What follows belongs to an exercise in optimizing a design on an open flow for small area and a short achievable clock period; a production flow would make more cautious choices. In this exercise RTL edits were held to simulation tests only and were not proved equivalent to the original.

Setup of job 9504:
## CordicVectoring
module CordicVectoring (
  input  wire        in_clk,
  input  wire        in_rst,
  input  wire        in_enable,
  input  wire [15:0] in_x,
  input  wire [15:0] in_y,
  output wire        out_valid,
  output wire [18:0] out_phase,
  output wire [15:0] out_x,
  output wire [15:0] out_y
);
export LEC_CHECK = 0
export CAP_MARGIN = 20
export CORE_MARGIN = 2
export CORE_UTILIZATION = 40
export CTS_CLUSTER_DIAMETER = 60
export CTS_CLUSTER_SIZE = 30
export SLEW_MARGIN = 20
create_clock -name core_clock -period 9.0 [get_ports {in_clk}]
standard.sh (not shown) runs the stock make flow with config.mk's settings and CLKGATE_MAP_FILE= SYNTH_SCRIPT=/design/flow/synth_recipe.tcl, a recipe that flattens the netlist after the stock synthesis.
==> flow/flow/run.sh <==
#!/bin/bash
set -euo pipefail
bash standard.sh \
  SETUP_SLACK_MARGIN=${MARGIN:-6.0} \
  "BUFFER_PORTS_ARGS=-buffer_cell sky130_fd_sc_hd__buf_2" \
  finish > standard.log 2>&1
Inputs modified between job 9504 and job 2223:
Settings: swapping 60 for 100 in CTS_CLUSTER_DIAMETER; swapping 40 for 65 in CORE_UTILIZATION.
==> flow/flow/run.sh <==
#!/bin/bash
set -euo pipefail
bash standard.sh \
  SETUP_SLACK_MARGIN=6.0 \
  "BUFFER_PORTS_ARGS=-buffer_cell sky130_fd_sc_hd__buf_2" \
  finish > standard.log 2>&1
As of job 2223, area of the placeable core had fallen by more than a quarter compared to job 9504.
Going from job 9504 to job 2223, worst-case setup slack after placement shrinks by 0.18 ns.
Comparing job 9504 and job 2223, the lower shortest period the worst path allows is on job 9504.
All of job 9504 and job 2223 finish clean.
> inputs changed (job 2223 -> job 5293)
Settings: a change of CORE_UTILIZATION from 65 to 40; a deleted CTS_CLUSTER_SIZE that had been 30; a deleted CTS_CLUSTER_DIAMETER that had been 100.
==> flow/flow/run.sh <==
#!/bin/bash
set -euo pipefail
bash standard.sh \
  SETUP_SLACK_MARGIN=${MARGIN:-6.2} \
  "BUFFER_PORTS_ARGS=-buffer_cell sky130_fd_sc_hd__buf_2" \
  finish > standard.log 2>&1
Results
Against job 2223, met1 wire length in job 5293 fell by a little under 10%.
Cell area after placement in job 5293 is about 2.2% higher than in job 2223
Across both runs, routed length on met3 was higher for job 5293 than for job 2223.
Fraction of area in multi-input gates: job 5293 < job 2223
In job 5293 the number of buffers inserted to repair setup after CTS turned out 67 higher than in job 2223.
Re wire length: job 2223 and job 5293 aren't equal, and the lower value belongs to job 2223.
For the clock skew, job 5293 came in 0.015 ns higher than job 2223 did.
Setup changes, job 5293 to job 1975
Settings: a change of CORE_UTILIZATION from 40 to 55; an added PLACE_DENSITY of 0.7; an added CTS_CLUSTER_SIZE of 30; an added CTS_CLUSTER_DIAMETER of 100.
==> flow/flow/run.sh <==
#!/bin/bash
set -euo pipefail
bash standard.sh \
  SETUP_SLACK_MARGIN=6.0 \
  "BUFFER_PORTS_ARGS=-buffer_cell sky130_fd_sc_hd__buf_2" \
  finish > standard.log 2>&1
Results
- Max final period utilization across job 1975 and job 5293: job 5293
- Design area in job 1975 is 11% below job 5293.
- Job 1975 does better than job 5293 on worst clock skew.
- Job 5293 vs job 1975, startpoint of the most critical setup path: u_cordic.yr[3][16] vs u_cordic.yr[1][16]
- From job 5293 to job 1975 the numbers moved as follows: met2 routing resource usage after global routing picked up an extra 6.2 points.

---

Starting RTL as in the previous note.
## CordicVectoring
module CordicVectoring (
  input  wire        in_clk,
  input  wire        in_rst,
  input  wire        in_enable,
  input  wire [15:0] in_x,
  input  wire [15:0] in_y,
  output wire        out_valid,
  output wire [18:0] out_phase,
  output wire [15:0] out_x,
  output wire [15:0] out_y
);
export LEC_CHECK = 0
export CAP_MARGIN = 20
export CORE_MARGIN = 2
export CORE_UTILIZATION = 40
export CTS_CLUSTER_DIAMETER = 100
export CTS_CLUSTER_SIZE = 30
export SLEW_MARGIN = 20
create_clock -name core_clock -period 9.0 [get_ports {in_clk}]
==> flow/flow/run.sh <==
#!/bin/bash
set -euo pipefail
bash standard.sh \
  SETUP_SLACK_MARGIN=${MARGIN:-6.0} \
  "BUFFER_PORTS_ARGS=-buffer_cell sky130_fd_sc_hd__buf_2" \
  finish > standard.log 2>&1
The baseline went through all stages and came out clean.
Next try:
- CORE_UTILIZATION: 40 -> 55
The changed run finished with timing, DRC and antenna clean.
Critical path depth is unchanged.
Setup slack is worse by 0.011 ns.
Utilization increases by 16 points.
Final cell count decreases by a little under a tenth.
Register-to-register slack hardly moves.
Next try:
==> flow/flow/run.sh (replaced) <==
#!/bin/bash
set -euo pipefail
bash standard.sh \
  SETUP_SLACK_MARGIN=${MARGIN:-5.9} \
  "BUFFER_PORTS_ARGS=-buffer_cell sky130_fd_sc_hd__buf_2" \
  finish > standard.log 2>&1
- CORE_UTILIZATION: 55 -> 40
- CTS_CLUSTER_SIZE: 30 -> 35
=>
- clock skew went up by 0.025 ns
- via count went down by 1.9%
- global-route usage goes down by 6.3 points
- worst hold slack gets better by 0.0039 ns
- worst setup slack loses 0.080 ns
- routed wire length drops by 5.5%
- non-clock buffer count drops by 31
- utilization fell by 17 points
Next try:
- CTS_BUF_LIST: not set -> sky130_fd_sc_hd__clkbuf_8
- CTS_CLUSTER_DIAMETER: 100 -> not set
- CTS_CLUSTER_SIZE: 35 -> not set
Non-clock buffer count drops by 3.
Synthesized area does not change.
Hold slack got worse by 0.011 ns.
Count of clock-buffer cells in the layout climbs by 83.
Worst setup slack improved by 0.018 ns.
Utilization climbs by 1.4 points.
Global-route usage climbs by 0.59 points.

==> what the ideal ports hide <==
The flow's constraints put no driver on any port. The routed layouts listed below were extracted and timed again, unchanged, in two steps. Step 1 (the two cells are an assumption about what drives the block):
set clk [get_ports {in_clk}]
set_driving_cell -lib_cell sky130_fd_sc_hd__clkbuf_16 $clk
set_driving_cell -lib_cell sky130_fd_sc_hd__buf_2 [delete_from_list [all_inputs] $clk]
Step 2 moves the port delays by t, midway between the first and last clock arrival at a register: inputs arrive t later, outputs are due t later. That takes back most of the time a late clock gives input paths. a / b / c = no drivers / after step 1 / after step 2; a / b = the first two.
| run | t, ns | setup WS [ns] | worst setup path after step 2 | latest minus earliest clock arrival (ns) | slew at the worst register clock pin (ns) |
|---|---|---|---|---|---|
| job 9504 | 0.621 | 6.051 / 6.051 / 6.051 | register to register | 0.035 / 0.035 | 0.08 / 0.08 |
| job 2223 | 0.605 | 6.040 / 6.040 / 6.040 | register to register | 0.020 / 0.020 | 0.11 / 0.11 |
| job 5293 | 0.667 | 6.049 / 6.049 / 6.049 | register to register | 0.032 / 0.032 | 0.06 / 0.06 |
| job 1975 | 0.614 | 6.066 / 6.066 / 6.066 | register to register | 0.028 / 0.028 | 0.11 / 0.11 |
| the first run of note 2 | 0.615 | 6.072 / 6.072 / 6.072 | register to register | 0.031 / 0.031 | 0.11 / 0.11 |
| the second run of note 2 | 0.605 | 6.061 / 6.061 / 6.061 | register to register | 0.021 / 0.021 | 0.11 / 0.11 |
| the third run of note 2 | 0.619 | 5.981 / 5.981 / 5.981 | register to register | 0.049 / 0.050 | 0.12 / 0.12 |
| the fourth run of note 2 | 0.708 | 5.999 / 5.999 / 5.999 | register to register | 0.038 / 0.038 | 0.06 / 0.06 |
After both steps setup and hold are still met in every run listed.
